What follows belongs to an exercise in optimizing a design on an open flow for small area and a short achievable clock period; a production flow would make more cautious choices. RTL that was checked went through simulation tests only; none was proved equivalent to the original. Function not checked in run 3: the RTL went through the layout flow alone. Power is estimated from default activity; no workload was simulated.

<file path="design.v">
module mips_single( clk, rst, imem_addr, imem_rdata, dmem_addr, dmem_wdata, dmem_we, dmem_re, dmem_rdata );
	input clk, rst;
	output [31:0] imem_addr;
	input  [31:0] imem_rdata;
	output [31:0] dmem_addr, dmem_wdata;
	output dmem_we, dmem_re;
	input  [31:0] dmem_rdata;
	reg [31:2] pc;                  
	reg [31:2] pc4_d;               
	reg [31:0] ins_d;               
	reg [3:0]  s1h_d, s2h_d;        
	reg [7:0]  s1l_d, s2l_d;        
	reg        v_d;                 
	reg [31:0] a_e, b_e;            
	reg [15:0] imm_e;               
	reg [4:0]  wn_e;                
	reg        we_e, mr_e, mw_e;    
	reg        madd_e;              
	reg        isimm_e, inv_e;      
	reg [2:0]  rsel_e;              
	reg [31:0] alu_m, sd_m;         
	reg [4:0]  wn_m;
	reg        we_m, mr_m, mw_m;
	reg        ld_m;                
	reg        dwe;                 
	reg [31:0] wd_w;                
	reg [4:0]  wn_w;
	reg        we_w;
	reg [63:0] hilo;
	reg [4:0]  cnt;                 
	reg [5:0]  stl;                 
	reg        fin;                 
	reg        xk;                  
	reg        ya;                  
	reg        yh;                  
	reg [31:0] rf [31:1];
	wire [31:2] pc4f = pc + 30'd1;
	wire [5:0] op = ins_d[31:26];
	wire [4:0] rt = ins_d[20:16];
	wire [4:0] rd = ins_d[15:11];
	wire [5:0] fn = ins_d[5:0];
	wire [31:0] rd1, rd2;
	wire [31:1] sel1, sel2;
	genvar gi, gb;
	generate
		for (gi = 1; gi < 32; gi = gi + 1) begin : g_sel
			assign sel1[gi] = s1h_d[gi / 8] & s1l_d[gi % 8];
			assign sel2[gi] = s2h_d[gi / 8] & s2l_d[gi % 8];
		end
		for (gb = 0; gb < 32; gb = gb + 1) begin : g_rd
			wire [31:1] col;
			for (gi = 1; gi < 32; gi = gi + 1) begin : g_col
				assign col[gi] = rf[gi][gb];
			end
			rf_rdbit u1 (.d(col), .s(sel1), .y(rd1[gb]));
			rf_rdbit u2 (.d(col), .s(sel2), .y(rd2[gb]));
		end
	endgenerate
	wire rtyp   = (op == 6'd0) | (op == 6'd28);    
	wire i_addi = (op == 6'd9);
	wire i_lw   = (op == 6'd35);
	wire i_sw   = (op == 6'd43);
	wire i_beq  = (op == 6'd4);
	wire i_j    = (op == 6'd2);
	wire [4:0] wn_d = rtyp ? rd : rt;
	wire we_d  = v_d & (rtyp | i_addi | i_lw) & (wn_d != 5'd0);
	wire mul_d = v_d & rtyp & ~fn[5] & fn[0];
	reg [2:0] rsel_d;
	always @(*) begin
		if (!rtyp)        rsel_d = 3'd0;
		else if (fn[5]) begin
			if (fn[3])      rsel_d = 3'd1;
			else if (fn[2]) rsel_d = fn[0] ? 3'd3 : 3'd2;
			else            rsel_d = 3'd0;
		end
		else if (fn[4])   rsel_d = fn[1] ? 3'd6 : 3'd5;
		else              rsel_d = 3'd4;
	end
	wire inv_d = rtyp & fn[1] & fn[5];    
	wire taken = v_d & i_beq & (rd1 == rd2);
	wire jump  = v_d & i_j;
	wire [31:2] btgt = pc4_d + {{14{ins_d[15]}}, ins_d[15:0]};
	wire [31:2] jtgt = {2'b00, pc4f[31:28], ins_d[23:0]};
	wire [31:0] bop = isimm_e ? {{16{imm_e[15]}}, imm_e} : b_e;
	wire [31:0] sum = a_e + (bop ^ {32{inv_e}}) + {31'd0, inv_e};
	wire [31:0] srl = b_e >> imm_e[10:6];
	reg  [31:0] res;
	always @(*) begin
		case (rsel_e)
			3'd0: res = sum;
			3'd1: res = {31'd0, sum[31]};
			3'd2: res = a_e & b_e;
			3'd3: res = a_e | b_e;
			3'd4: res = srl;
			3'd5: res = hilo[63:32];
			3'd6: res = hilo[31:0];
			default: res = sum;
		endcase
	end
	wire [31:0] mx = hilo[31:0] & {32{~xk}};
	wire [31:0] my = (a_e & {32{ya}}) | (hilo[63:32] & {32{yh}});
	wire [32:0] msum = {1'b0, mx} + {1'b0, my};
	wire last = &cnt;               
	wire stall = stl[0];
	integer k;
	always @(posedge clk) begin
		for (k = 0; k < 6; k = k + 1)
			stl[k] <= ~rst & (stl[k] ? ~last : mul_d);
		fin <= ~rst & stall & last;
		xk  <= ~rst & ~stall & mul_d & fn[4];
		ya  <= ~rst & (stall ? (~last & b_e[1]) : (mul_d & rd2[0]));
		yh  <= ~rst & stall & last & madd_e;
		dwe <= ~rst & (stall ? (mw_m & last) : (mw_e & ~mul_d));
		cnt <= (rst | ~stall) ? 5'd0 : cnt + 5'd1;
	end
	always @(posedge clk) begin
		if (rst) begin
			pc <= 30'd0;
		end else if (v_d & i_beq & (rd1 == rd2) & ~stl[1]) begin
			pc <= btgt;
		end else if (!stl[1]) begin
			pc <= jump ? jtgt : pc4f;
		end
	end
	always @(posedge clk) begin
		if (rst) begin
			v_d <= 1'b0;
			we_e <= 1'b0; mr_e <= 1'b0; mw_e <= 1'b0;
			we_m <= 1'b0; mr_m <= 1'b0; mw_m <= 1'b0; ld_m <= 1'b0;
			we_w <= 1'b0;
		end else if (!stl[2]) begin
			v_d <= 1'b1;
			we_e <= we_d; mr_e <= v_d & i_lw; mw_e <= v_d & i_sw;
			we_m <= we_e; mr_m <= mr_e; mw_m <= mw_e; ld_m <= mr_e & we_e;
			we_w <= we_m;
		end
	end
	always @(posedge clk) begin
		if (!stl[1]) begin
			pc4_d <= pc4f;
			ins_d <= imem_rdata;
			s1h_d <= 4'b0001 << imem_rdata[25:24];
			s1l_d <= 8'b00000001 << imem_rdata[23:21];
			s2h_d <= 4'b0001 << imem_rdata[20:19];
			s2l_d <= 8'b00000001 << imem_rdata[18:16];
		end
	end
	always @(posedge clk) begin
		if (!stl[3]) begin
			a_e <= rd1;
			imm_e <= ins_d[15:0];
			wn_e <= wn_d;
			madd_e <= ~fn[4];
			isimm_e <= ~rtyp;
			inv_e <= inv_d;
			rsel_e <= rsel_d;
		end
	end
	always @(posedge clk) begin
		if (stl[3])
			b_e <= {msum[0], b_e[31:1]};
		else
			b_e <= rd2;
	end
	always @(posedge clk) begin
		if (!stl[4]) begin
			alu_m <= res;
			sd_m <= b_e;
			wn_m <= wn_e;
			wd_w <= ld_m ? dmem_rdata : alu_m;
			wn_w <= wn_m;
		end
	end
	always @(posedge clk) begin
		if (rst)
			hilo <= 64'd0;
		else if (stl[5])
			hilo[31:0] <= msum[32:1];
		else if (fin)
			hilo <= {msum[31:0], b_e};
	end
	always @(posedge clk) begin
		if (we_w & ~stl[5])
			rf[wn_w] <= wd_w;
	end
	assign imem_addr  = {pc, 2'b00};
	assign dmem_addr  = alu_m;
	assign dmem_wdata = sd_m;
	assign dmem_we    = dwe;
	assign dmem_re    = mr_m;
endmodule
module rf_rdbit( d, s, y );
	input  [31:1] d, s;
	output y;
	wire [10:0] n;
	genvar k;
	generate
		for (k = 0; k < 10; k = k + 1) begin : g_aoi
			aoi222 u( .a0(d[3*k+1]), .s0(s[3*k+1]), .a1(d[3*k+2]), .s1(s[3*k+2]),
			          .a2(d[3*k+3]), .s2(s[3*k+3]), .y(n[k]) );
		end
	endgenerate
	assign n[10] = ~(d[31] & s[31]);
	assign y = ~&n;
endmodule
module aoi222( a0, s0, a1, s1, a2, s2, y );
	input  a0, s0, a1, s1, a2, s2;
	output y;
	assign y = ~((a0 & s0) | (a1 & s1) | (a2 & s2));
endmodule
</file>
<file path="run.sh">
#!/bin/bash
# synth_recipe.tcl (not shown) runs the flow's synth.tcl, then flattens the netlist and writes it again
# the make line also repeats each setting of config.mk as NAME=value (left out here)
make -C /OpenROAD-flow-scripts/flow DESIGN_CONFIG=/design/flow/config.mk WORK_HOME=/design/flow/orfs CLKGATE_MAP_FILE= SYNTH_SCRIPT=/design/flow/synth_recipe.tcl finish
</file>
<file path="config.mk">
export PLATFORM = sky130hd
export DESIGN_NAME = mips_single
export DESIGN_NICKNAME = mips_single
export VERILOG_FILES = /design/flow/design.v
export SDC_FILE = /design/flow/constraint.sdc
export NUM_CORES = 4
export LEC_CHECK = 0
export CAP_MARGIN = 20
export CORE_MARGIN = 2
export CORE_UTILIZATION = 60
export SLEW_MARGIN = 20
export SYNTH_HIERARCHICAL = 1
</file>
<file path="constraint.sdc">
create_clock -name core_clock -period 16.0 [get_ports {clk}]
set_input_delay 3.2000 -clock core_clock [delete_from_list [all_inputs] [get_ports {clk}]]
set_output_delay 3.2000 -clock core_clock [all_outputs]
set_load 0.01 [all_outputs]
</file>
==> flow_summary.yaml, run 1 <==
floorplanning:
  core_area_mm2: 0.1032
  rows: 118
  initial_core_util_pct: 60.35
  ios: 164
  die_h_um: 326.2
  die_area_mm2: 0.1064
  die_w_um: 326.2
logic_synthesis:
  synth-seq-area-share_pct: 64.69
  synth.distinct_cells: 96
  syn_inst: 4393
  synth_edf_count: 1241
  avgSynthCellArea_um2: 14.18
  ys_async_sr_fraction_pct: 0
  ys_warn_count: 7
  syn-cell-area_mm2: 0.06228
  synth-main-ff-cell: "edfxtp_1"
  synth_seq_cells: 1392
worst_setup_path:
  worst_ep_arrival_time_ns: 2.24
  endpoint: "dmem_addr[26]"
  worstSetupPathDepth: 1
  critPathKind: "reg -> out"
  r2r-end: "pc[6]"
  crit_chain: "clkdlybuf4s50_1"
  crit_required_ns: 12.80
  critical_path.max_fanout: 3
  endpoint_kind: "primary output"
  cpPeakStageDelay_ns: 0.80
  start_kind: "flip-flop"
  cp.buffers_inverters: 1
  startpoint: "alu_m[26]"
  ff2ff_setup_slack_ns: 10.81
  timing.rr.start: "s1h_d[2]"
  critical_path.slowest_cell: "edfxtp_1"
  reg2regPathDepth: 13
  cpLargestDelayFamily: "flip-flops"
run:
  cap_violations: 0
clock_network:
  hold_buffers: 0
  clockBufferDepth: 3
  insertion_delay_ns: 0.79
  cts_buffers: 144
  root_buffer: "clkbuf_16"
  postCtsSetupBuffers: 0
  h-tree-depth: 4
  clk_pin_slew_ns: 0.06
  cts_tree: "yes"
  cts.sinks: 1392
  cts_resized: 0
pwr:
  power_density_mw_per_mm2: 133.8
  fin_total_pwr_mw: 9.550
  max-vdd-ir-drop_v: 0.0001394
  leakage_nw: 24.56
global_route:
  overflow: 0
  track_usage_pct: 41.96
  grt_first_pass_wirelength_um: 321100
  grt_pass1_vias: 45050
  grt_antenna_before_repair: 13
  grt_max_degree: 79
cells_and_area:
  nFillCells: 7173
  final_area_mm2: 0.07139
  areaGrowthSynthToFinish_pct: 14.64
  multiInputGateArea_mm2: 0.02149
  layout_common_cells: "1,241 x edfxtp_1, 641 x a222oi_1, 259 x nand2_1"
  final_common_cell: "edfxtp_1"
  regArea_mm2: 0.04029
  drive_gt1_share_pct: 11.28
  final_cell_count_no_fill: 6223
  fin_nets: 4888
  fin_util_pct: 69.18
placed_design:
  portBuffers: 161
  globalplace.congestion: 1.022
  place_worst_setup_slack_ns: 11.09
  dp.cells: 5947
  post_dp_cell_area_mm2: 0.06655
  hpwlAfterDp_um: 144600
drt:
  vias: 48230
  drc: 0
  viasPerCell: 7.751
  firstDrtPassIters: 17
  wl_per_cell_um: 36.67
  wl_um: 228200
  drtAntennaViolNets: 0
  first_iter_violations: 11430
timing:
  hold_violations: 0
  finalHoldWorstSlack_ns: 0.4126
  finalCriticalPeriod_ns: 5.437
  setup_ws_ns: 10.56
  fin_tns_setup_ns: 0
  setup_viol: 0
  finClkSkew_ns: 0.02864
  max_freq_ghz: 0.1839
  tightest_slew_ns: 1.135
  slew_headroom_pct: 24.16
  rsz0062_at_grt: "false"
  drv_slew: 0
  period_share_pct: 33.98
min_path:
  min_path_type: "reg -> reg"
outcome:
  status: "finished clean"
[cell usage after synthesis, types with 64 or more instances]
library cell / count / area [um^2]
mux2_2: 93 / 1047
xnor2_1: 132 / 1156
a222oi_1: 641 / 6416
and2_1: 82 / 513.0
nor2b_1: 65 / 406.6
edfxtp_1: 1241 / 37270
dfxtp_1: 151 / 3023
a21oi_1: 216 / 1081
a2111o_1: 64 / 720.7
nor2_1: 193 / 724.4
mux2i_1: 88 / 880.8
nand4_1: 157 / 982.2
ha_1: 94 / 1176
clkbuf_1: 108 / 405.4
o21ai_0: 115 / 575.6
nand2_1: 259 / 972.2
[sequential cells by signal, summed over array words and instances, names as in the netlist, 16 cells and up]
name   cells
rf       992
hilo      64
a_e       32
alu_m     32
b_e       32
sd_m      32
wd_w      32
ins_d     30
pc4_d     30
pc        30
imm_e     16
[power by group]
part	internal, mW	switching, mW
logic	0.472	0.981
clock network	1.88	1.44
registers	4.50	0.269
total	6.86	2.69
[routing by layer]
layer / GRT usage [%] / part of all wire [%] / vias to the layer above
li1: - / - / 19770
met3: 14.96 / 17 / 718
met4: 19.60 / 5.4 / 22
met2: 60.25 / 42 / 4185
met5: 1.154 / 0.11 / -
met1: 57.22 / 35 / 23540
[worst min-delay path by stage]
stage / startpoint / end / slack, ns / cells after the start
after global routing: wn_e[0] / wn_m[0] / 0.43 / 0
final: wn_e[4] / wn_m[4] / 0.41 / 0
after floorplan: wn_e[0] / wn_m[0] / 0.40 / 0
after detailed placement: wn_m[1] / wn_w[1] / 0.40 / 0
after CTS: wn_e[3] / wn_m[3] / 0.42 / 0
after global placement: wn_m[0] / wn_w[0] / 0.40 / 0
[final cells by class]
type | instances | area share (%)
Sequential cell | 1392 | 56.44
Clock inverter | 82 | 1.137
Tap cell | 1380 | 2.419
Antenna cell | 2 | 0.007010
Inverter | 58 | 0.3120
Timing Repair Buffer | 325 | 4.220
Multi-Input combinational cell | 2804 | 30.10
Clock buffer | 180 | 5.368
[modules after synthesis, one instance, submodules excluded]
| module | area (um^2) | flops+latches |
|---|---|---|
| mips_single | 54110 | 1392 |
| rf_rdbit | 27.53 | 0 |
| aoi222 | 10.01 | 0 |
[cells by family after synthesis]
group	synth area share, %
DFF	64.69
buffers and inverters	1.226
AOI/OAI and AO/OA	18.82
muxes	3.190
other	0.006021
adders and majority gates	2.049
xor gates and xnor gates	2.391
and+or+nand+nor	7.624
==> run 2: changes to the inputs <==
--- a/design.v
+++ b/design.v
@@ -30,9 +30,10 @@
 	reg [4:0]  cnt;                 
 	reg [5:0]  stl;                 
 	reg        fin;                 
-	reg        xk;                  
 	reg        ya;                  
 	reg        yh;                  
+	reg        sb;                  
+	reg        sl;                  
 	reg [31:0] rf [31:1];
 	wire [31:2] pc4f = pc + 30'd1;
 	wire [5:0] op = ins_d[31:26];
@@ -81,25 +82,23 @@
 	wire jump  = v_d & i_j;
 	wire [31:2] btgt = pc4_d + {{14{ins_d[15]}}, ins_d[15:0]};
 	wire [31:2] jtgt = {2'b00, pc4f[31:28], ins_d[23:0]};
-	wire [31:0] bop = isimm_e ? {{16{imm_e[15]}}, imm_e} : b_e;
-	wire [31:0] sum = a_e + (bop ^ {32{inv_e}}) + {31'd0, inv_e};
+	wire [31:0] ain = (a_e & {32{ya}}) | (hilo[63:32] & {32{yh}});
+	wire [31:0] bop = ({{16{imm_e[15]}}, imm_e} & {32{isimm_e}}) | (b_e & {32{sb}}) | (hilo[31:0] & {32{sl}});
+	wire [32:0] sum = {1'b0, ain} + {1'b0, bop ^ {32{inv_e}}} + {32'd0, inv_e};
 	wire [31:0] srl = b_e >> imm_e[10:6];
 	reg  [31:0] res;
 	always @(*) begin
 		case (rsel_e)
-			3'd0: res = sum;
+			3'd0: res = sum[31:0];
 			3'd1: res = {31'd0, sum[31]};
 			3'd2: res = a_e & b_e;
 			3'd3: res = a_e | b_e;
 			3'd4: res = srl;
 			3'd5: res = hilo[63:32];
 			3'd6: res = hilo[31:0];
-			default: res = sum;
+			default: res = sum[31:0];
 		endcase
 	end
-	wire [31:0] mx = hilo[31:0] & {32{~xk}};
-	wire [31:0] my = (a_e & {32{ya}}) | (hilo[63:32] & {32{yh}});
-	wire [32:0] msum = {1'b0, mx} + {1'b0, my};
 	wire last = &cnt;               
 	wire stall = stl[0];
 	integer k;
@@ -107,9 +106,10 @@
 		for (k = 0; k < 6; k = k + 1)
 			stl[k] <= ~rst & (stl[k] ? ~last : mul_d);
 		fin <= ~rst & stall & last;
-		xk  <= ~rst & ~stall & mul_d & fn[4];
-		ya  <= ~rst & (stall ? (~last & b_e[1]) : (mul_d & rd2[0]));
+		ya  <= rst | (stall ? (~last & b_e[1]) : (~mul_d | rd2[0]));
 		yh  <= ~rst & stall & last & madd_e;
+		sb  <= rst | (~stall & ~mul_d & rtyp);
+		sl  <= ~rst & (stall | (mul_d & ~fn[4]));
 		dwe <= ~rst & (stall ? (mw_m & last) : (mw_e & ~mul_d));
 		cnt <= (rst | ~stall) ? 5'd0 : cnt + 5'd1;
 	end
@@ -158,7 +158,7 @@
 	end
 	always @(posedge clk) begin
 		if (stl[3])
-			b_e <= {msum[0], b_e[31:1]};
+			b_e <= {sum[0], b_e[31:1]};
 		else
 			b_e <= rd2;
 	end
@@ -175,9 +175,9 @@
 		if (rst)
 			hilo <= 64'd0;
 		else if (stl[5])
-			hilo[31:0] <= msum[32:1];
+			hilo[31:0] <= sum[32:1];
 		else if (fin)
-			hilo <= {msum[31:0], b_e};
+			hilo <= {sum[31:0], b_e};
 	end
 	always @(posedge clk) begin
 		if (we_w & ~stl[5])
==> flow_summary.yaml, run 2 <==
timing:
  rsz0062_at_grt: "false"
  max_freq_ghz: 0.1846
  fin_tns_setup_ns: 0
  finalHoldWorstSlack_ns: 0.4214
  finClkSkew_ns: 0.03606
  setup_viol: 0
  setup_ws_ns: 10.58
  hold_violations: 0
  drv_slew: 0
  slew_headroom_pct: 20.46
  period_share_pct: 33.86
  tightest_slew_ns: 1.181
  finalCriticalPeriod_ns: 5.417
drt:
  vias: 47470
  first_iter_violations: 12080
  viasPerCell: 7.903
  wl_per_cell_um: 37.45
  wl_um: 225000
  firstDrtPassIters: 17
  drtAntennaViolNets: 0
  drc: 0
clock_network:
  cts_resized: 0
  cts.sinks: 1393
  postCtsSetupBuffers: 0
  insertion_delay_ns: 0.77
  h-tree-depth: 4
  hold_buffers: 0
  cts_buffers: 145
  root_buffer: "clkbuf_16"
  clockBufferDepth: 3
  clk_pin_slew_ns: 0.06
  cts_tree: "yes"
logic_synthesis:
  synth_top_area_cell: "edfxtp_1"
  ys_async_sr_fraction_pct: 0
  syn-cell-area_mm2: 0.06096
  muxShareOfSynthArea_pct: 2.738
  syn_inst: 4207
  yosysMostFrequentCell: "edfxtp_1"
  synth_top_area_share_pct: 61.13
  synth-seq-area-share_pct: 66.12
  yosys-top-cells-area: "edfxtp_1 61%, a222oi_1 11%, dfxtp_1 5.0%"
  synth_xor_area_share_pct: 2.055
  synth_edf_count: 1241
  synth-adder-area-share_pct: 1.392
  synthSimpleGateAreaFrac_pct: 7.268
  synth-main-ff-cell: "edfxtp_1"
  synth_seq_cells: 1393
  synth_top_family_by_area: "compound AO/OA/AOI/OAI gates"
  ys_warn_count: 7
  synth-compound-area-share_pct: 19.11
  avgSynthCellArea_um2: 14.49
  synth.distinct_cells: 85
  synth_commonest_cells: "1,241 x edfxtp_1, 655 x a222oi_1, 255 x nand2_1"
global_route:
  track_usage_pct: 42.59
  grt_max_degree: 71
  grt_antenna_before_repair: 16
  overflow: 0
  grt_first_pass_wirelength_um: 315700
  grt_pass1_vias: 44330
floorplanning:
  core_area_mm2: 0.1004
  die_w_um: 322.7
  rows: 116
  die_h_um: 322.7
  initial_core_util_pct: 60.69
  die_area_mm2: 0.1042
  ios: 164
cells_and_area:
  final_common_cell: "edfxtp_1"
  drive_gt1_share_pct: 11.60
  nFillCells: 7019
  layout_common_cells: "1,241 x edfxtp_1, 655 x a222oi_1, 255 x nand2_1"
  reg_top3: "rf x992, hilo x64"
  largest_reg_flops: 992
  fin_nets: 4667
  fin_util_pct: 69.65
  regArea_mm2: 0.04032
  areaGrowthSynthToFinish_pct: 14.75
  top_register: "rf"
  final_cell_count_no_fill: 6006
  final_area_mm2: 0.06995
  multiInputGateArea_mm2: 0.02012
run:
  cap_violations: 0
pwr:
  internal-power_mw: 6.923
  netSwitchingFraction_pct: 28.96
  pwr-share-seq_pct: 48.4
  fin_total_pwr_mw: 9.745
  max-vdd-ir-drop_v: 0.0001939
  clockPowerShare_pct: 34.2
  switchingPower_mw: 2.823
  power.share.combinational_pct: 17.4
  leakage_nw: 23.76
  power_density_mw_per_mm2: 139.3
worst_setup_path:
  critical_path.max_fanout: 28
  critPathKind: "reg -> reg"
  cp.buffers_inverters: 2
  cpPeakStageDelay_ns: 0.61
  crit_chain: "and2_1 > buf_4 > a222oi_1 > nand4_1 > a2111o_1 > xor2_1 > nor4_1 > nand4_1 > nor4_4 > nor2_2 > buf_4 > a221o_1 > o221a_2"
  crit_required_ns: 16.64
  worst_ep_arrival_time_ns: 6.06
  endpoint_kind: "flip-flop"
  critical_path.slowest_cell: "nand4_1"
  cpLargestDelayFamily: "simple AND/OR/NAND/NOR gates"
  start_kind: "flip-flop"
placed_design:
  post_dp_cell_area_mm2: 0.06524
  dp.cells: 5742
  place_worst_setup_slack_ns: 10.85
  hpwlAfterDp_um: 142900
  globalplace.congestion: 1.050
  portBuffers: 161
min_path:
  min_path_type: "reg -> reg"
outcome:
  status: "finished clean"
run 2: changes by cell type in the layout (fill, tap and decap cells not counted), sizes merged, moves of 15 or more:
cell	previous run	this run
a21oi	217	175
a221oi	36	78
ha	94	63
mux2i	89	52
nor2b	65	37
o21ai	150	100
xnor2	132	90
xor2	38	53
run 2: worst paths after layout:
check	cells past startpoint	to	slack [ns]	start
worst max register to register	13	pc[20]	10.58	s2h_d[0]
worst max-delay path	13	pc[20]	10.58	s2h_d[0]
worst min register to register	0	wn_w[0]	0.42	wn_m[0]
worst min-delay path	0	wn_w[0]	0.42	wn_m[0]
run 2: cells by family (layout without fill, tap and decap cells):
kind of cell               after synthesis  in the layout
adders and majority gates               67             67
muxes                                  145            145
other                                    1              3
buffers and inverters                  208            648
xor gates and xnor gates               143            143
and+or+nand+nor                        891            891
AOI/OAI and AO/OA                     1359           1359
DFF                                   1393           1393
run 2: final cells by class:
cell class	instances	area share, %
clock buffer	176	5.520
inverter	67	0.3649
multi-input combinational	2607	28.77
clock inverter	83	1.125
sequential	1393	57.64
tap	1357	2.427
timing repair buffer	322	4.155
antenna	1	0.003577
run 2: modules after synthesis, one instance, submodules excluded:
module | cells | cell area (um^2)
aoi222 | 1 | 10.01
mips_single | 3311 | 52790
rf_rdbit | 4 | 27.53
run 2: metal layers:
layer / part of all wire (%) / routed length, um / track usage, % / up-vias
li1: - / - / - / 19140
met1: 35 / 78050 / 57.07 / 23060
met2: 42 / 94710 / 60.97 / 4414
met3: 17 / 37610 / 15.63 / 840
met4: 6.4 / 14350 / 22.26 / 14
met5: 0.10 / 235 / 0 / -
run 2: power groups by stage:
stage          combinational [mW]  clock [mW]  sequential (mW)
3_3_place_gp                 1.50           0             4.83
3_5_place_dp                 1.56           0             4.81
4_1_cts                      1.57        3.33             4.74
2_1_floorplan               0.559           0             4.88
5_1_grt                      1.73        3.48             4.73
6_report                     1.69        3.33             4.72
==> run 3: changes to the inputs <==
--- a/design.v
+++ b/design.v
@@ -26,7 +26,8 @@
 	reg [31:0] wd_w;                
 	reg [4:0]  wn_w;
 	reg        we_w;
-	reg [63:0] hilo;
+	reg [63:0] hilo;                
+	reg        hz;                  
 	reg [4:0]  cnt;                 
 	reg [5:0]  stl;                 
 	reg        fin;                 
@@ -66,6 +67,8 @@
 	wire [4:0] wn_d = rtyp ? rd : rt;
 	wire we_d  = v_d & (rtyp | i_addi | i_lw) & (wn_d != 5'd0);
 	wire mul_d = v_d & rtyp & ~fn[5] & fn[0];
+	wire mfhi_d = rtyp & ~fn[5] & fn[4] & ~fn[0] & ~fn[1];
+	wire mflo_d = rtyp & ~fn[5] & fn[4] & ~fn[0] &  fn[1];
 	reg [2:0] rsel_d;
 	always @(*) begin
 		if (!rtyp)        rsel_d = 3'd0;
@@ -74,7 +77,7 @@
 			else if (fn[2]) rsel_d = fn[0] ? 3'd3 : 3'd2;
 			else            rsel_d = 3'd0;
 		end
-		else if (fn[4])   rsel_d = fn[1] ? 3'd6 : 3'd5;
+		else if (fn[4])   rsel_d = 3'd0;
 		else              rsel_d = 3'd4;
 	end
 	wire inv_d = rtyp & fn[1] & fn[5];    
@@ -94,22 +97,22 @@
 			3'd2: res = a_e & b_e;
 			3'd3: res = a_e | b_e;
 			3'd4: res = srl;
-			3'd5: res = hilo[63:32];
-			3'd6: res = hilo[31:0];
 			default: res = sum[31:0];
 		endcase
 	end
 	wire last = &cnt;               
 	wire stall = stl[0];
+	wire hz_n = rst | (hz & ~fin);
 	integer k;
 	always @(posedge clk) begin
 		for (k = 0; k < 6; k = k + 1)
 			stl[k] <= ~rst & (stl[k] ? ~last : mul_d);
 		fin <= ~rst & stall & last;
-		ya  <= rst | (stall ? (~last & b_e[1]) : (~mul_d | rd2[0]));
-		yh  <= ~rst & stall & last & madd_e;
-		sb  <= rst | (~stall & ~mul_d & rtyp);
-		sl  <= ~rst & (stall | (mul_d & ~fn[4]));
+		ya  <= stall ? (~last & b_e[1]) : (mul_d ? rd2[0] : ~(mfhi_d | mflo_d));
+		yh  <= stall ? (last & madd_e & ~hz) : (mfhi_d & ~hz_n);
+		sb  <= ~stall & ~mul_d & ~mfhi_d & ~mflo_d & rtyp;
+		sl  <= stall | (((mul_d & ~fn[4]) | mflo_d) & ~hz_n);
+		hz  <= hz_n;
 		dwe <= ~rst & (stall ? (mw_m & last) : (mw_e & ~mul_d));
 		cnt <= (rst | ~stall) ? 5'd0 : cnt + 5'd1;
 	end
@@ -148,13 +151,15 @@
 	always @(posedge clk) begin
 		if (!stl[3]) begin
 			a_e <= rd1;
-			imm_e <= ins_d[15:0];
-			wn_e <= wn_d;
 			madd_e <= ~fn[4];
 			isimm_e <= ~rtyp;
 			inv_e <= inv_d;
 			rsel_e <= rsel_d;
 		end
+	end
+	always @(posedge clk) begin
+		imm_e <= ins_d[15:0];
+		wn_e <= wn_d;
 	end
 	always @(posedge clk) begin
 		if (stl[3])
@@ -172,9 +177,7 @@
 		end
 	end
 	always @(posedge clk) begin
-		if (rst)
-			hilo <= 64'd0;
-		else if (stl[5])
+		if (stl[5])
 			hilo[31:0] <= sum[32:1];
 		else if (fin)
 			hilo <= {sum[31:0], b_e};
==> flow/run.sh (new file) <==
#!/bin/bash
# Own flow: the standard layout (standard synthesis unchanged, same constraints), with the
# timing repair steps asked to reach a setup margin, so that they size and buffer the critical
# paths instead of stopping at the clock period. Each tool's log stays under orfs/logs here;
# make's own output goes to run_make.log.
set -euo pipefail
bash standard.sh SETUP_SLACK_MARGIN=11.5 finish > run_make.log 2>&1
==> standard.sh (new file) <==
#!/bin/bash
# synth_recipe.tcl (not shown) runs the flow's synth.tcl, then flattens the netlist and writes it again
# the make line also repeats each setting of config.mk as NAME=value (left out here)
make -C /OpenROAD-flow-scripts/flow DESIGN_CONFIG=/design/flow/config.mk WORK_HOME=/design/flow/orfs CLKGATE_MAP_FILE= SYNTH_SCRIPT=/design/flow/synth_recipe.tcl "${@:-finish}"
removed: run.sh
==> flow_summary.yaml, run 3 <==
timing:
  finClkSkew_ns: 0.03037
  finalCriticalPeriod_ns: 4.721
  setup_ws_ns: 11.28
  drv_slew: 0
  max_freq_ghz: 0.2118
  rsz0062_at_grt: "true"
  setup_viol: 0
  hold_violations: 0
  tightest_slew_ns: 1.054
  slew_headroom_pct: 29.36
  period_share_pct: 29.51
  fin_tns_setup_ns: 0
logic_synthesis:
  ys_async_sr_fraction_pct: 0
  synth_commonest_cells: "1,284 x edfxtp_1, 656 x a222oi_1, 188 x nand2_1"
  avgSynthCellArea_um2: 15.21
  syn_inst: 3958
  synth_seq_cells: 1394
  syn-cell-area_mm2: 0.06022
  yosysMostFrequentCell: "edfxtp_1"
  synth_top_area_cell: "edfxtp_1"
  synth-main-ff-cell: "edfxtp_1"
  ys_warn_count: 7
  synth_edf_count: 1284
  synth-seq-area-share_pct: 67.68
  yosys-top-cells-area: "edfxtp_1 64%, a222oi_1 11%, dfxtp_1 3.7%"
  synth_top_area_share_pct: 64.03
  synth.distinct_cells: 84
worst_setup_path:
  reg2regPathDepth: 13
  ff2ff_setup_slack_ns: 11.28
  critPathKind: "reg -> reg"
  r2r-end: "pc[29]"
  critical_path.max_fanout: 13
  crit_required_ns: 16.70
  cp.buffers_inverters: 3
  endpoint_kind: "flip-flop"
  cpLargestDelayFamily: "simple AND/OR/NAND/NOR gates"
  start_kind: "flip-flop"
  crit_top_cell: "buf_12"
  cpPeakStageDelay_ns: 0.70
  worst_ep_arrival_time_ns: 5.42
  timing.rr.start: "s1h_d[1]"
  startpoint: "s1h_d[1]"
  critical_path.slowest_cell: "a2111o_1"
  crit_chain: "buf_4 > and2_4 > buf_12 > a222oi_1 > nand4_1 > a2111o_1 > xor2_4 > nor4_4 > nand4b_1 > or3_4 > buf_12 > or4b_2 > nand3_1"
cells_and_area:
  final_common_cell: "edfxtp_1"
  largest_reg_flops: 992
  multiInputGateArea_mm2: 0.01951
  areaGrowthSynthToFinish_pct: 17.46
  nFillCells: 6634
  layout_common_cells: "1,284 x edfxtp_1, 656 x a222oi_1, 188 x nand2_1"
  reg_top3: "rf x992, hilo x64"
  fin_nets: 4543
  regArea_mm2: 0.04086
  drive_gt1_share_pct: 18.11
  top_register: "rf"
drt:
  first_iter_violations: 11140
  drtAntennaViolNets: 0
  vias: 45830
  drc: 0
  wl_um: 228400
  viasPerCell: 7.863
  firstDrtPassIters: 15
  wl_per_cell_um: 39.19
clock_network:
  clk_pin_slew_ns: 0.06
  clockBufferDepth: 3
  cts.sinks: 1394
  cts_tree: "yes"
  root_buffer: "clkbuf_16"
  cts_buffers: 143
  h-tree-depth: 4
  insertion_delay_ns: 0.77
  hold_buffers: 0
placed_design:
  globalplace.congestion: 0.9503
  place_worst_setup_slack_ns: 10.37
  hpwlAfterDp_um: 135400
  portBuffers: 161
floorplanning:
  ios: 164
  rows: 116
  die_w_um: 320.8
  core_area_mm2: 0.09986
  die_h_um: 320.8
  initial_core_util_pct: 60.31
  die_area_mm2: 0.1029
global_route:
  grt_first_pass_wirelength_um: 311200
  grt_max_degree: 83
  overflow: 0
  grt_antenna_before_repair: 27
  track_usage_pct: 43.06
  grt_pass1_vias: 42590
outcome:
  status: "finished clean"
min_path:
  hold-path-endpoint: "wn_m[4]"
  min_path_type: "reg -> reg"
  hold_path_depth: 0
  hold_start: "wn_e[4]"
pwr:
  leakage_nw: 24.37
  power_density_mw_per_mm2: 137.3
  max-vdd-ir-drop_v: 0.0001014
run:
  cap_violations: 0
run 3: cell count changes after synthesis, sizes merged, moves of 21 or more:
cell and change:
a211oi -51, a21oi -50, a221oi -30, clkbuf -26, dfxtp -42, edfxtp +43, inv -23, mux2 +26
nand2 -68, nand2b +26, nor2b -21
run 3: per-module statistics from Yosys (local to each module, per instance):
| module | copies in the design | cells | area (um^2) |
|---|---|---|---|
| aoi222 | 640 | 1 | 10.01 |
| mips_single | 1 | 3062 | 52050 |
| rf_rdbit | 64 | 4 | 27.53 |
run 3: cells by family after synthesis:
| group | synth area share, % |
|---|---|
| fa+ha+maj | 1.492 |
| mux | 2.984 |
| buf+inv | 0.9910 |
| compound gates | 17.98 |
| simple gates | 6.844 |
| xor+xnor | 2.022 |
| flops | 67.68 |
| other cells | 0.006227 |
run 3: worst max-delay path by stage:
stage,to,slack [ns],cells past startpoint
after floorplan,pc[29],11.61,5
after global routing,pc[21],11.27,16
final,pc[29],11.28,13
after global placement,pc[29],10.42,6
after detailed placement,pc[29],10.37,6
after CTS,dmem_addr[31],11.30,2
run 3: timing repair:
item                                   4_1_cts  5_1_grt
setup endpoints to repair                  153      112
buffers inserted                            54       32
gates cloned                                 6        6
resized for setup                          522       97
endpoints found under the hold margin        0        0
pin swaps                                   52       65
run 3: where the power goes:
part	switching (mW)	total, mW	internal [mW]
clock	1.42	3.36	1.94
sequential	0.197	4.74	4.54
combinational	1.14	1.62	0.482
total	2.75	9.71	6.96
run 3: layer usage:
metal | vias up | global-route usage [%] | wire length, um
met5 | - | 0 | 259
met4 | 34 | 28.17 | 17850
met3 | 826 | 15.46 | 38230
met2 | 4276 | 61.23 | 95470
met1 | 22160 | 56.03 | 76620
li1 | 18530 | - | -
run 3: stage by stage:
step                cell area (um^2)  power, mW  cells  util, %  hold WS, ns
floorplan                      60220      5.418   3959        -       0.3740
global placement               64400      6.250   5455    64.50       0.3893
detailed placement             64430      6.273   5457    64.53       0.3887
CTS                            69710      9.554   5779    69.81       0.4048
global route                   70730      9.898   5827    70.83       0.4150
finish                         70740      9.714   5829    70.84       0.4008
run 3: cell type report:
class / count / area share (%)
timing repair buffer: 417 / 5.437
clock buffer: 191 / 5.634
inverter: 46 / 0.2618
antenna: 2 / 0.007075
clock inverter: 71 / 1.014
sequential: 1394 / 57.76
timing repair inverter: 1 / 0.01061
tap: 1298 / 2.296
multi-input combinational: 2409 / 27.58
run 3: worst reg2reg max path, stage by stage, from the launching register on:
cell and delay, ns:
edfxtp_1 0.40, buf_4 0.17, and2_4 0.20, buf_12 0.17
a222oi_1 0.39, nand4_1 0.63, a2111o_1 0.71, xor2_4 0.22
nor4_4 0.32, nand4b_1 0.13, or3_4 0.41, buf_12 0.17
or4b_2 0.65, nand3_1 0.10
==> run 4: changes to the inputs <==
--- a/design.v
+++ b/design.v
@@ -169,8 +169,6 @@
 	end
 	always @(posedge clk) begin
 		if (!stl[4]) begin
-			alu_m <= res;
-			sd_m <= b_e;
 			wn_m <= wn_e;
 			wd_w <= ld_m ? dmem_rdata : alu_m;
 			wn_w <= wn_m;
@@ -181,6 +179,15 @@
 			hilo[31:0] <= sum[32:1];
 		else if (fin)
 			hilo <= {sum[31:0], b_e};
+	end
+	always @(posedge clk) begin
+		if (rst) begin
+			alu_m <= 32'd0;
+			sd_m <= 32'd0;
+		end else if (!stl[4]) begin
+			alu_m <= res;
+			sd_m <= b_e;
+		end
 	end
 	always @(posedge clk) begin
 		if (we_w & ~stl[5])
--- a/config.mk
+++ b/config.mk
@@ -8,5 +8,7 @@
 export CAP_MARGIN = 20
 export CORE_MARGIN = 2
 export CORE_UTILIZATION = 60
+export CTS_CLUSTER_DIAMETER = 100
+export CTS_CLUSTER_SIZE = 24
 export SLEW_MARGIN = 20
 export SYNTH_HIERARCHICAL = 1
==> flow_summary.yaml, run 4 <==
timing:
  period_share_pct: 28.95
  hold_violations: 0
  max_freq_ghz: 0.2159
  setup_viol: 0
  finClkSkew_ns: 0.03671
  slew_headroom_pct: 18.96
  finalHoldWorstSlack_ns: 0.4178
  fin_tns_setup_ns: 0
  drv_slew: 0
  rsz0062_at_grt: "true"
  finalCriticalPeriod_ns: 4.632
  tightest_slew_ns: 1.216
floorplanning:
  die_w_um: 319.7
  initial_core_util_pct: 60.66
  core_area_mm2: 0.09856
  die_h_um: 319.7
  die_area_mm2: 0.1022
  rows: 115
  ios: 164
pwr:
  max-vdd-ir-drop_v: 0.0001518
  leakage_nw: 23.00
  power_density_mw_per_mm2: 113.6
logic_synthesis:
  synth_top_area_cell: "edfxtp_1"
  ys_async_sr_fraction_pct: 0
  synth-main-ff-cell: "edfxtp_1"
  synth.distinct_cells: 87
  ys_warn_count: 7
  synth_top_area_share_pct: 61.28
  yosysMostFrequentCell: "edfxtp_1"
  syn_inst: 3945
  synth_edf_count: 1220
  synth-seq-area-share_pct: 67.10
  avgSynthCellArea_um2: 15.15
  synth_seq_cells: 1394
  syn-cell-area_mm2: 0.05978
  yosys-top-cells-area: "edfxtp_1 61%, a222oi_1 11%, dfxtp_1 5.8%"
  synth_commonest_cells: "1,220 x edfxtp_1, 655 x a222oi_1, 185 x nor2_1"
clock_network:
  cts_buffers: 68
  hold_buffers: 0
  cts_tree: "yes"
  clk_pin_slew_ns: 0.10
  cts.sinks: 1394
  h-tree-depth: 3
  insertion_delay_ns: 0.71
  root_buffer: "clkbuf_16"
  clockBufferDepth: 3
worst_setup_path:
  endpoint_kind: "flip-flop"
  cpPeakStageDelay_ns: 0.65
  critical_path.max_fanout: 32
  critical_path.slowest_cell: "or4_4"
  reg2regPathDepth: 16
  ff2ff_setup_slack_ns: 11.37
  timing.rr.start: "s1h_d[3]"
  start_kind: "flip-flop"
  worst_ep_arrival_time_ns: 5.21
  r2r-end: "pc[7]"
  critPathKind: "reg -> reg"
  crit_required_ns: 16.58
  crit_chain: "buf_4 > and2_1 > buf_6 > a222oi_1 > nand4_1 > a2111o_1 > xnor2_4 > nand4_1 > or4_4 > nor3_4 > buf_12 > buf_12 > nand2_1 > nand3_1 > a21oi_1 > a311oi_1"
drt:
  vias: 44690
  drtAntennaViolNets: 0
  firstDrtPassIters: 17
  drc: 0
  wl_met2_um: 97460
  met1Wirelength_um: 75080
  first_iter_violations: 11340
  wl_um: 215700
  route.met3.wl_um: 31400
  viasPerCell: 7.943
  wl_per_cell_um: 38.34
  highest-signal-layer: "met5"
outcome:
  status: "finished clean"
cells_and_area:
  drive_gt1_share_pct: 16.60
  multiInputGateArea_mm2: 0.01947
  final_area_mm2: 0.06746
  regArea_mm2: 0.04029
  reg_top3: "rf x992, hilo x64"
  areaGrowthSynthToFinish_pct: 12.84
  layout_common_cells: "1,220 x edfxtp_1, 655 x a222oi_1, 183 x nand2_1"
  fin_nets: 4444
  top_register: "rf"
  largest_reg_flops: 992
  fin_util_pct: 68.45
  final_common_cell: "edfxtp_1"
  nFillCells: 6917
min_path:
  hold_start: "wn_e[3]"
  hold_path_depth: 0
  min_path_type: "reg -> reg"
  hold-path-endpoint: "wn_m[3]"
placed_design:
  hpwlAfterDp_um: 127500
  post_dp_cell_area_mm2: 0.06382
  globalplace.congestion: 0.9768
  portBuffers: 161
global_route:
  grt_max_degree: 68
  overflow: 0
  track_usage_pct: 40.70
  grt_pass1_vias: 42510
  grt_first_pass_wirelength_um: 298500
  grt_antenna_before_repair: 5
run:
  cap_violations: 0
[run 4: worst max-delay path by stage]
stage | start | end
floorplan | imm_e[7] | hilo[27]
global placement | s1h_d[1] | pc[19]
detailed placement | s1h_d[1] | pc[19]
CTS | s1h_d[1] | pc[19]
global route | s1l_d[1] | pc[26]
finish | s1h_d[3] | pc[7]
[run 4: critical path: cells and delay by family, from the launching register on]
family,cells,cell delay (ns)
AOI/OAI and AO/OA,4,1.30
xor gates and xnor gates,1,0.25
buffers and inverters,4,0.68
DFF,1,0.43
and+or+nand+nor,7,1.79
[run 4: kinds of logic after synthesis]
| kind of cell | synth area share (%) |
|---|---|
| buffers and inverters | 1.017 |
| adders and majority gates | 1.888 |
| muxes | 3.855 |
| xor gates and xnor gates | 2.105 |
| and+or+nand+nor | 6.509 |
| DFF | 67.10 |
| AOI/OAI and AO/OA | 17.51 |
| other | 0.006272 |
[run 4: through the flow]
stage	cells	total power [mW]	worst slack, ns
after floorplan	3946	5.050	11.71
after global placement	5411	5.616	10.69
after detailed placement	5411	5.621	10.69
after CTS	5562	7.540	11.48
after global routing	5625	7.829	11.43
final	5626	7.664	11.37
[run 4: power by group]
part           internal (mW)  switching, mW  total [mW]  leakage, nW
logic                  0.437          0.732        1.17         9.09
clock network          0.818           1.15        1.97        0.940
registers               4.28          0.244        4.52         13.0
total                   5.54           2.13        7.66         23.0
[run 4: timing repair]
item | 4_1_cts | 5_1_grt
cloned | 1 | 8
pin swaps | 11 | 41
gates resized for setup | 392 | 141
setup buffers | 55 | 31
setup endpoints to repair | 130 | 66
[run 4: area by class of cell]
| class | count | share of cell area (%) |
|---|---|---|
| flip-flops and latches | 1394 | 59.73 |
| multi-input cells | 2394 | 28.85 |
| repair buffers | 409 | 5.892 |
| clock buffers | 86 | 2.686 |
| well taps | 1287 | 2.387 |
| inverters | 46 | 0.2634 |
| clock inverters | 9 | 0.1873 |
| diodes | 1 | 0.003709 |
[run 4: per-layer routing]
metal | up-vias | GRT usage, %
met5 | - | 0.1891
met1 | 21900 | 53.63
met3 | 715 | 11.30
li1 | 18110 | -
met2 | 3959 | 63.53
met4 | 4 | 18.10
[run 4: per-module statistics from Yosys (local to each module, per instance)]
module       times used  cells inside  flops+latches  cell area, um^2
mips_single           1          3049           1394            51620
rf_rdbit             64             4              0            27.53
aoi222              640             1              0            10.01
==> run 5: changes to the inputs <==
==> flow/run.sh (replaced) <==
#!/bin/bash
# Own flow: the standard layout (standard synthesis unchanged, same constraints), with
#  - the timing repair steps asked to reach a setup margin, so that they size and buffer the
#    critical paths instead of stopping at the clock period;
#  - every input and output port still buffered, with buf_2 rather than the default delay cell.
# Each tool's log stays under orfs/logs here; make's own output goes to run_make.log.
set -euo pipefail
bash standard.sh SETUP_SLACK_MARGIN=11.5 "BUFFER_PORTS_ARGS=-buffer_cell sky130_fd_sc_hd__buf_2" finish > run_make.log 2>&1
==> flow_summary.yaml, run 5 <==
timing:
  hold_violations: 0
  setup_viol: 0
  rsz0062_at_grt: "true"
  max_freq_ghz: 0.2195
  period_share_pct: 28.47
  fin_tns_setup_ns: 0
  finalCriticalPeriod_ns: 4.555
  finClkSkew_ns: 0.03207
  tightest_slew_ns: 1.204
  slew_headroom_pct: 19.75
  drv_slew: 0
logic_synthesis:
  synth_edf_count: 1220
  avgSynthCellArea_um2: 15.15
  synth_commonest_cells: "1,220 x edfxtp_1, 655 x a222oi_1, 185 x nor2_1"
  synth_top_area_share_pct: 61.28
  synth-main-ff-cell: "edfxtp_1"
  synth.distinct_cells: 87
  yosysMostFrequentCell: "edfxtp_1"
  synth_top_area_cell: "edfxtp_1"
  synth-seq-area-share_pct: 67.10
  synth_seq_cells: 1394
  ys_async_sr_fraction_pct: 0
  ys_warn_count: 7
  syn_inst: 3945
  syn-cell-area_mm2: 0.05978
  yosys-top-cells-area: "edfxtp_1 61%, a222oi_1 11%, dfxtp_1 5.8%"
cells_and_area:
  largest_reg_flops: 992
  reg_top3: "rf x992, hilo x64"
  drive_gt1_share_pct: 16.62
  layout_common_cells: "1,220 x edfxtp_1, 655 x a222oi_1, 183 x nand2_1"
  final_common_cell: "edfxtp_1"
  top_register: "rf"
  final_area_mm2: 0.06616
  fin_nets: 4384
  areaGrowthSynthToFinish_pct: 10.66
  fin_util_pct: 67.12
clock_network:
  clk_pin_slew_ns: 0.10
  h-tree-depth: 3
  insertion_delay_ns: 0.72
  clockBufferDepth: 3
  cts_buffers: 69
  cts_tree: "yes"
  root_buffer: "clkbuf_16"
  cts.sinks: 1394
min_path:
  hold-path-endpoint: "wn_m[2]"
  min_path_type: "reg -> reg"
  hold_path_depth: 0
  hold_start: "wn_e[2]"
global_route:
  grt_first_pass_wirelength_um: 303100
  grt_max_degree: 72
  grt_antenna_before_repair: 11
  track_usage_pct: 41.19
  grt_pass1_vias: 43680
  overflow: 0
worst_setup_path:
  start_kind: "flip-flop"
  endpoint_kind: "flip-flop"
  reg2regPathDepth: 14
  critPathKind: "reg -> reg"
  crit_required_ns: 16.62
  ff2ff_setup_slack_ns: 11.45
  worst_ep_arrival_time_ns: 5.17
  r2r-end: "pc[7]"
  critical_path.max_fanout: 32
  timing.rr.start: "s1h_d[0]"
floorplanning:
  ios: 164
  initial_core_util_pct: 60.66
  die_w_um: 319.7
  core_area_mm2: 0.09856
  rows: 115
  die_h_um: 319.7
  die_area_mm2: 0.1022
pwr:
  leakage_nw: 22.68
  fin_total_pwr_mw: 7.635
  power_density_mw_per_mm2: 115.4
  max-vdd-ir-drop_v: 0.00009037
drt:
  wl_per_cell_um: 38.76
  firstDrtPassIters: 14
  viasPerCell: 8.108
  first_iter_violations: 10660
  vias: 45150
  drc: 0
  drtAntennaViolNets: 0
  wl_um: 215800
outcome:
  status: "finished clean"
placed_design:
  portBuffers: 161
  globalplace.congestion: 0.9727
  post_dp_cell_area_mm2: 0.06301
  hpwlAfterDp_um: 128600
run:
  cap_violations: 0
[run 5: cell counts after synthesis]
No cell type changed its count.
[run 5: worst max path at each step]
stage,startpoint,endpoint,slack (ns),depth (start not counted)
after detailed placement,rst,alu_m[25],9.82,7
final,s1h_d[0],pc[7],11.45,14
after CTS,alu_m[5],dmem_addr[5],11.50,1
after floorplan,imm_e[7],hilo[27],11.71,16
after global routing,s2h_d[3],pc[7],11.45,15
after global placement,rst,alu_m[25],9.88,7
[run 5: layout make-up]
type                       instances  area [um^2]
inverter                          46        180.2
timing repair buffer             348         2651
sequential                      1394        40220
clock inverter                    11        205.2
antenna                            2        5.005
multi-input combinational       2394        19490
clock buffer                      86         1790
tap                             1287         1610
fill                            6883        32400
[run 5: cells by family (layout without fill, tap and decap cells)]
kind of cell / Yosys count / after routing / share of synthesized area [%]
AO/OA/AOI/OAI: 1192 / 1192 / 17.51
other: 1 / 4 / 0.006272
buffers and inverters: 158 / 491 / 1.017
flip-flops: 1394 / 1394 / 67.10
multiplexers: 195 / 195 / 3.855
adder cells (fa/ha/maj): 95 / 95 / 1.888
XOR/XNOR: 142 / 142 / 2.105
AND/OR/NAND/NOR: 768 / 768 / 6.509
[run 5: modules after synthesis, one instance, submodules excluded]
module       copies in the design  cell area [um^2]  cells
mips_single                     1             51620   3049
aoi222                        640             10.01      1
rf_rdbit                       64             27.53      4
[run 5: through the flow]
step / std cells / worst slack (ns) / hold WS, ns
2_1_floorplan: 3946 / 11.71 / 0.3738
3_3_place_gp: 5409 / 9.877 / 0.3921
3_5_place_dp: 5410 / 9.821 / 0.3958
4_1_cts: 5523 / 11.50 / 0.4195
5_1_grt: 5567 / 11.45 / 0.4229
6_report: 5568 / 11.45 / 0.4196
[run 5: critical path, stage by stage, from the launching register on]
cell and delay [ns]:
edfxtp_1 0.44, buf_4 0.17, and2_1 0.14, buf_4 0.34
a222oi_1 0.54, nand2_1 0.13, a2111o_1 0.54, xor2_1 0.60
nor4_1 0.15, and4_1 0.23, and4b_4 0.26, nor2_4 0.29
buf_12 0.21, nand2_1 0.07, a311oi_1 0.27
[run 5: metal layers]
metal	wire length (um)	global-route usage, %	part of all wire, %
met1	73030	52.69	34
met2	97570	63.53	45
met3	32920	13.12	15
met4	12060	20.86	5.6
met5	242	0.5674	0.11
[run 5: repair_timing]
action / in CTS / in global routing
buffers inserted: 15 / 23
pin swaps: 19 / 48
gates resized for setup: 68 / 108
cloned: 1 / 1
hold buffers: 0 / 0
setup endpoints to repair: 111 / 58
[run 5: report_power, final]
| group | leakage (nW) | total [mW] | switching (mW) | internal (mW) |
|---|---|---|---|---|
| combinational | 8.77 | 1.08 | 0.690 | 0.387 |
| sequential | 13.0 | 4.56 | 0.280 | 4.28 |
| clock | 0.958 | 2.00 | 1.18 | 0.819 |
==> run 6: changes to the inputs <==
--- a/config.mk
+++ b/config.mk
@@ -7,8 +7,9 @@
 export LEC_CHECK = 0
 export CAP_MARGIN = 20
 export CORE_MARGIN = 2
-export CORE_UTILIZATION = 60
+export CORE_UTILIZATION = 70
 export CTS_CLUSTER_DIAMETER = 100
 export CTS_CLUSTER_SIZE = 24
+export PLACE_DENSITY = 0.78
 export SLEW_MARGIN = 20
 export SYNTH_HIERARCHICAL = 1
==> flow_summary.yaml, run 6 <==
drt:
  drtAntennaViolNets: 0
  wl_um: 209300
  wl_per_cell_um: 38.44
  drc: 0
  viasPerCell: 8.354
  firstDrtPassIters: 17
  first_iter_violations: 11930
  vias: 45480
placed_design:
  portBuffers: 161
  dp.cells: 5280
  post_dp_cell_area_mm2: 0.06296
  globalplace.congestion: 1.007
  hpwlAfterDp_um: 124000
  place_worst_setup_slack_ns: 10.86
cells_and_area:
  top_register: "rf"
  layout_common_cells: "1,220 x edfxtp_1, 655 x a222oi_1, 184 x nand2_1"
  largest_reg_flops: 992
  nFillCells: 5134
  reg_top3: "rf x992, hilo x64"
  final_common_cell: "edfxtp_1"
  fin_nets: 4401
  final_area_mm2: 0.06602
  areaGrowthSynthToFinish_pct: 10.43
  final_cell_count_no_fill: 5444
  drive_gt1_share_pct: 16.40
  fin_util_pct: 77.78
timing:
  rsz0062_at_grt: "true"
  fin_tns_setup_ns: 0
  max_freq_ghz: 0.2143
  finalHoldWorstSlack_ns: 0.4109
  finClkSkew_ns: 0.04731
  tightest_slew_ns: 1.168
  finalCriticalPeriod_ns: 4.665
  setup_viol: 0
  setup_ws_ns: 11.33
  drv_slew: 0
  period_share_pct: 29.16
  slew_headroom_pct: 22.15
  hold_violations: 0
logic_synthesis:
  syn_inst: 3945
  synth_edf_count: 1220
  yosys-top-cells-area: "edfxtp_1 61%, a222oi_1 11%, dfxtp_1 5.8%"
  syn-cell-area_mm2: 0.05978
  yosysMostFrequentCell: "edfxtp_1"
  ys_async_sr_fraction_pct: 0
  ys_warn_count: 7
  avgSynthCellArea_um2: 15.15
  synth_top_area_cell: "edfxtp_1"
  synth_commonest_cells: "1,220 x edfxtp_1, 655 x a222oi_1, 185 x nor2_1"
  synth.distinct_cells: 87
  synth-main-ff-cell: "edfxtp_1"
  synth_seq_cells: 1394
  synth_top_area_share_pct: 61.28
  synth-seq-area-share_pct: 67.10
floorplanning:
  die_w_um: 296.2
  core_area_mm2: 0.08488
  die_h_um: 296.2
  die_area_mm2: 0.08776
  ios: 164
  initial_core_util_pct: 70.44
  rows: 107
worst_setup_path:
  crit_top_cell: "buf_12"
  critical_path.max_fanout: 32
  start_kind: "flip-flop"
  cpPeakStageDelay_ns: 0.61
  critical_path.slowest_cell: "or4_4"
  crit_required_ns: 16.53
  crit_chain: "and2_4 > buf_12 > a222oi_1 > nand4_1 > a2111o_1 > xnor2_2 > nand4_1 > or4_4 > nor3_4 > buf_12 > buf_12 > inv_2 > and3_1 > a221oi_2 > a211oi_1"
  critPathKind: "reg -> reg"
  worst_ep_arrival_time_ns: 5.19
  cpLargestDelayFamily: "simple AND/OR/NAND/NOR gates"
  endpoint_kind: "flip-flop"
  cp.buffers_inverters: 4
global_route:
  grt_antenna_before_repair: 11
  grt_first_pass_wirelength_um: 289800
  overflow: 0
  grt_max_degree: 75
  track_usage_pct: 46.49
  grt_pass1_vias: 41800
clock_network:
  cts_buffers: 68
  clk_pin_slew_ns: 0.10
  cts.sinks: 1394
  root_buffer: "clkbuf_16"
  insertion_delay_ns: 0.69
  cts_tree: "yes"
  h-tree-depth: 3
  clockBufferDepth: 3
pwr:
  fin_total_pwr_mw: 7.624
  max-vdd-ir-drop_v: 0.0001443
  power_density_mw_per_mm2: 115.5
  leakage_nw: 22.75
run:
  cap_violations: 0
min_path:
  min_path_type: "reg -> reg"
outcome:
  status: "finished clean"
## run 6: power by group
group	total (mW)	internal (mW)	switching, mW
clock network	1.95	0.812	1.14
registers	4.48	4.28	0.207
logic	1.19	0.399	0.792
## run 6: Yosys stat by module, one instance, submodules excluded
module / copies in the design / flip-flops and latches
mips_single: 1 / 1394
rf_rdbit: 64 / 0
aoi222: 640 / 0
## run 6: per-layer routing
layer / wire length [um] / share of wire, % / track usage [%] / vias to the layer above
li1: - / - / - / 18040
met1: 66710 / 32 / 61.54 / 21770
met2: 88050 / 42 / 65.38 / 4728
met3: 39400 / 19 / 20.20 / 928
met4: 14720 / 7.0 / 23.96 / 16
met5: 411 / 0.20 / 1.497 / -
## run 6: logic make-up after synthesis
group | count (synthesis) | synth area share (%)
DFF | 1394 | 67.10
AOI/OAI and AO/OA | 1192 | 17.51
and+or+nand+nor | 768 | 6.509
muxes | 195 | 3.855
buffers and inverters | 158 | 1.017
xor gates and xnor gates | 142 | 2.105
adders and majority gates | 95 | 1.888
other | 1 | 0.006272
## run 6: path summary, 6_finish.rpt
check	startpoint	end	cells past startpoint	slack, ns
max	s1h_d[0]	pc[19]	15	11.33
min	wn_e[3]	wn_m[3]	0	0.41
max reg2reg	s1h_d[0]	pc[19]	15	11.33
min reg2reg	wn_e[3]	wn_m[3]	0	0.41
## run 6: timing repair
item,in CTS,in global routing
endpoints found under the setup margin,58,45
buffers inserted,10,32
gates cloned,0,2
hold buffers,0,0
resized for setup,45,96
pin swaps,12,49
## run 6: cell type report
type	count	area (um^2)	area share (%)
antenna	2	5.005	0.007580
clock buffer	90	1805	2.735
clock inverter	8	135.1	0.2047
inverter	46	175.2	0.2653
multi-input combinational	2394	19460	29.47
sequential	1394	40170	60.85
tap	1144	1431	2.168
timing repair buffer	366	2839	4.300
==> run 7: changes to the inputs <==
--- a/design.v
+++ b/design.v
@@ -87,7 +87,8 @@
 	wire [31:2] jtgt = {2'b00, pc4f[31:28], ins_d[23:0]};
 	wire [31:0] ain = (a_e & {32{ya}}) | (hilo[63:32] & {32{yh}});
 	wire [31:0] bop = ({{16{imm_e[15]}}, imm_e} & {32{isimm_e}}) | (b_e & {32{sb}}) | (hilo[31:0] & {32{sl}});
-	wire [32:0] sum = {1'b0, ain} + {1'b0, bop ^ {32{inv_e}}} + {32'd0, inv_e};
+	wire [32:0] sum;
+	add32bk u_add( .a(ain), .b(bop ^ {32{inv_e}}), .ci(inv_e), .s(sum) );
 	wire [31:0] srl = b_e >> imm_e[10:6];
 	reg  [31:0] res;
 	always @(*) begin
@@ -142,6 +143,12 @@
 		if (!stl[1]) begin
 			pc4_d <= pc4f;
 			ins_d <= imem_rdata;
+		end
+	end
+	always @(posedge clk) begin
+		if (rst) begin
+			s1h_d <= 4'd0; s1l_d <= 8'd0; s2h_d <= 4'd0; s2l_d <= 8'd0;
+		end else if (!stl[1]) begin
 			s1h_d <= 4'b0001 << imem_rdata[25:24];
 			s1l_d <= 8'b00000001 << imem_rdata[23:21];
 			s2h_d <= 4'b0001 << imem_rdata[20:19];
@@ -218,3 +225,78 @@
 	output y;
 	assign y = ~((a0 & s0) | (a1 & s1) | (a2 & s2));
 endmodule
+module add32bk( a, b, ci, s );
+	input  [31:0] a, b;
+	input         ci;
+	output [32:0] s;
+	wire [31:0] p0 = a ^ b;
+	wire [31:0] g0 = a & b;
+	wire [31:0] g = {g0[31:1], g0[0] | (p0[0] & ci)};
+	wire [31:0] p = p0;
+	wire [31:0] g1, p1, g2, p2, g3, p3, g4, p4, g5, p5;
+	genvar i;
+	generate
+		for (i = 0; i < 32; i = i + 1) begin : l1
+			if (i % 2 == 1) begin : n
+				assign g1[i] = g[i] | (p[i] & g[i-1]);
+				assign p1[i] = p[i] & p[i-1];
+			end else begin : c
+				assign g1[i] = g[i]; assign p1[i] = p[i];
+			end
+		end
+		for (i = 0; i < 32; i = i + 1) begin : l2
+			if (i % 4 == 3) begin : n
+				assign g2[i] = g1[i] | (p1[i] & g1[i-2]);
+				assign p2[i] = p1[i] & p1[i-2];
+			end else begin : c
+				assign g2[i] = g1[i]; assign p2[i] = p1[i];
+			end
+		end
+		for (i = 0; i < 32; i = i + 1) begin : l3
+			if (i % 8 == 7) begin : n
+				assign g3[i] = g2[i] | (p2[i] & g2[i-4]);
+				assign p3[i] = p2[i] & p2[i-4];
+			end else begin : c
+				assign g3[i] = g2[i]; assign p3[i] = p2[i];
+			end
+		end
+		for (i = 0; i < 32; i = i + 1) begin : l4
+			if (i % 16 == 15) begin : n
+				assign g4[i] = g3[i] | (p3[i] & g3[i-8]);
+				assign p4[i] = p3[i] & p3[i-8];
+			end else begin : c
+				assign g4[i] = g3[i]; assign p4[i] = p3[i];
+			end
+		end
+		for (i = 0; i < 32; i = i + 1) begin : l5
+			if (i == 31) begin : n
+				assign g5[i] = g4[i] | (p4[i] & g4[i-16]);
+				assign p5[i] = p4[i] & p4[i-16];
+			end else begin : c
+				assign g5[i] = g4[i]; assign p5[i] = p4[i];
+			end
+		end
+	endgenerate
+	wire [31:0] c;
+	assign c[31] = g5[31]; assign c[15] = g5[15]; assign c[7] = g5[7]; assign c[3] = g5[3];
+	assign c[1] = g5[1]; assign c[0] = g5[0];
+	assign c[23] = g5[23] | (p5[23] & c[15]);
+	assign c[11] = g5[11] | (p5[11] & c[7]);
+	assign c[19] = g5[19] | (p5[19] & c[15]);
+	assign c[27] = g5[27] | (p5[27] & c[23]);
+	generate
+		for (i = 5; i < 32; i = i + 4) begin : d2
+			assign c[i] = g5[i] | (p5[i] & c[i-2]);
+		end
+		for (i = 2; i < 32; i = i + 2) begin : d1
+			assign c[i] = g[i] | (p[i] & c[i-1]);
+		end
+	endgenerate
+	assign s[0] = p0[0] ^ ci;
+	generate
+		for (i = 1; i < 32; i = i + 1) begin : sm
+			assign s[i] = p0[i] ^ c[i-1];
+		end
+	endgenerate
+	assign s[32] = c[31];
+endmodule
--- a/config.mk
+++ b/config.mk
@@ -7,9 +7,8 @@
 export LEC_CHECK = 0
 export CAP_MARGIN = 20
 export CORE_MARGIN = 2
-export CORE_UTILIZATION = 70
+export CORE_UTILIZATION = 60
 export CTS_CLUSTER_DIAMETER = 100
 export CTS_CLUSTER_SIZE = 24
-export PLACE_DENSITY = 0.78
 export SLEW_MARGIN = 20
 export SYNTH_HIERARCHICAL = 1
==> flow_summary.yaml, run 7 <==
outcome:
  status: "finished clean"
timing:
  max_freq_ghz: 0.2218
  fin_tns_setup_ns: 0
  setup_viol: 0
  period_share_pct: 28.18
  tightest_slew_ns: 1.192
  finalCriticalPeriod_ns: 4.508
  slew_headroom_pct: 20.53
  hold_violations: 0
  finClkSkew_ns: 0.03624
  finalHoldWorstSlack_ns: 0.4156
  rsz0062_at_grt: "true"
  drv_slew: 0
  setup_ws_ns: 11.49
drt:
  wl_um: 206000
  vias: 44230
  wl_per_cell_um: 37.34
  drtAntennaViolNets: 0
  drc: 0
  viasPerCell: 8.016
  firstDrtPassIters: 15
  first_iter_violations: 9696
clock_network:
  hold_buffers: 0
  clk_pin_slew_ns: 0.10
  clockBufferDepth: 3
  cts_buffers: 68
  cts.sinks: 1394
  insertion_delay_ns: 0.70
  cts_tree: "yes"
  h-tree-depth: 3
  root_buffer: "clkbuf_16"
pwr:
  max-vdd-ir-drop_v: 0.00009038
  leakage_nw: 22.57
  power_density_mw_per_mm2: 104.0
  fin_total_pwr_mw: 6.811
worst_setup_path:
  crit_chain: "and2_1 > buf_4 > a222oi_1 > nand4_1 > a2111o_1 > xnor2_1 > nand4_1 > nor4b_1 > and4_2 > buf_8 > a211oi_1 > a2111oi_2 > and3_1"
  crit_required_ns: 16.62
  timing.rr.start: "s1h_d[2]"
  critPathKind: "reg -> reg"
  cp.buffers_inverters: 2
  start_kind: "flip-flop"
  ff2ff_setup_slack_ns: 11.49
  startpoint: "s1h_d[2]"
  crit_top_cell: "nand4_1"
  cpPeakStageDelay_ns: 0.49
  cpLargestDelayFamily: "simple AND/OR/NAND/NOR gates"
  reg2regPathDepth: 13
  worst_ep_arrival_time_ns: 5.13
  critical_path.slowest_cell: "a222oi_1"
  critical_path.max_fanout: 32
  r2r-end: "pc[31]"
  endpoint_kind: "flip-flop"
floorplanning:
  die_w_um: 319.9
  ios: 164
  die_h_um: 319.9
  rows: 115
  core_area_mm2: 0.09856
  initial_core_util_pct: 60.73
  die_area_mm2: 0.1023
cells_and_area:
  fin_util_pct: 66.44
  fin_nets: 4342
  top_register: "rf"
  areaGrowthSynthToFinish_pct: 9.407
  drive_gt1_share_pct: 15.44
  largest_reg_flops: 992
  final_common_cell: "edfxtp_1"
  reg_top3: "rf x992, hilo x64"
  layout_common_cells: "1,196 x edfxtp_1, 655 x a222oi_1, 193 x nand2_1"
logic_synthesis:
  yosys-top-cells-area: "edfxtp_1 60%, a222oi_1 11%, dfxtp_1 6.6%"
  synth_commonest_cells: "1,196 x edfxtp_1, 655 x a222oi_1, 198 x dfxtp_1"
  avgSynthCellArea_um2: 15.15
  synth-main-ff-cell: "edfxtp_1"
  synth_edf_count: 1196
  synth_seq_cells: 1394
  synth_top_area_share_pct: 60.00
  ys_async_sr_fraction_pct: 0
  syn-cell-area_mm2: 0.05986
  synth_top_area_cell: "edfxtp_1"
  yosysMostFrequentCell: "edfxtp_1"
  synth.distinct_cells: 88
  synth-seq-area-share_pct: 66.62
  ys_warn_count: 7
  syn_inst: 3952
global_route:
  grt_first_pass_wirelength_um: 292700
  overflow: 0
  track_usage_pct: 39.22
  grt_pass1_vias: 43060
  grt_antenna_before_repair: 5
  grt_max_degree: 84
run:
  cap_violations: 0
placed_design:
  portBuffers: 161
  globalplace.congestion: 1.009
  place_worst_setup_slack_ns: 10.78
  hpwlAfterDp_um: 129300
min_path:
  hold_start: "wn_e[4]"
  hold-path-endpoint: "wn_m[4]"
  min_path_type: "reg -> reg"
  hold_path_depth: 0
[run 7: cell families after synthesis]
kind of cell               Yosys count  synth area share [%]
AOI/OAI and AO/OA                 1159                 17.44
xor gates and xnor gates           124                 1.827
adders and majority gates          109                 2.383
buffers and inverters              212                 1.369
DFF                               1394                 66.62
muxes                              181                 3.729
other                                1              0.006265
and+or+nand+nor                    772                 6.626
[run 7: how the worst max path moves through the flow]
stage                    to  slack [ns]  cells past startpoint
2_1_floorplan      alu_m[2]       11.77                      4
3_3_place_gp         pc[26]       10.80                      6
3_5_place_dp         pc[27]       10.78                      5
4_1_cts        imem_addr[3]       11.50                      1
5_1_grt              pc[12]       11.40                     13
6_report             pc[31]       11.49                     13
[run 7: per-stage QoR]
stage	cells	cell area (um^2)
after floorplan	3953	59860
after global placement	5387	62940
after detailed placement	5388	62950
after CTS	5495	65040
after global routing	5515	65480
final	5517	65490
[run 7: power breakdown]
group          internal, mW  switching, mW
Combinational         0.203          0.345
Clock                 0.819           1.15
Sequential             4.11          0.180
[run 7: per-layer routing]
metal / GRT usage (%) / vias up / part of all wire (%)
met2: 61.14 / 3822 / 46
met5: 0 / - / 0.017
met3: 11.06 / 697 / 14
met1: 51.06 / 21780 / 35
li1: - / 17930 / -
met4: 18.88 / 6 / 5.3
[run 7: per-module statistics from Yosys, one instance, submodules excluded]
module	copies in the design	area, um^2	flops+latches
aoi222	640	10.01	0
rf_rdbit	64	27.53	0
add32bk	1	1386	0
mips_single	1	50300	1394
[run 7: layout make-up]
| cell class | count | area (um^2) |
|---|---|---|
| fillers | 6970 | 33080 |
| inverters | 74 | 282.8 |
| flip-flops and latches | 1394 | 39980 |
| clock buffers | 92 | 1823 |
| well taps | 1287 | 1610 |
| multi-input cells | 2347 | 19570 |
| diodes | 2 | 5.005 |
| clock inverters | 10 | 128.9 |
| repair buffers | 311 | 2087 |
[run 7: timing repair]
| item | in CTS | in global routing |
|---|---|---|
| buffers inserted | 5 | 7 |
| cloned | 0 | 2 |
| pin swaps | 3 | 16 |
| gates resized for setup | 51 | 54 |
| setup endpoints to repair | 67 | 50 |

==> re-timing with driven ports <==
The flow's constraints put no driver on any port. The routed layouts listed below were extracted and timed again, unchanged, in two steps.
Step 1: set_driving_cell puts a clkbuf_16 on clk and a buf_2 on each other input, an assumption about the parent block.
Step 2 times the ports against the registers' clock, not the clock port: input delays grow and output delays shrink by t, the midpoint of the rising clock arrivals with the driver on.
Slacks: ideal ports / drivers / drivers and shift; pairs: ideal ports / drivers.
run | t (ns) | setup slack, ns
run 1 | 0.849 | 10.563 / 10.488 / 10.812
run 2 | 0.826 | 10.583 / 10.583 / 10.583
run 3 | 0.839 | 11.279 / 11.242 / 10.888
run 4 | 0.760 | 11.368 / 11.368 / 10.952
run 5 | 0.773 | 11.445 / 11.442 / 10.901
run 6 | 0.735 | 11.335 / 11.335 / 11.015
run 7 | 0.765 | 11.492 / 11.432 / 11.075
After both steps every run listed still meets setup and hold.
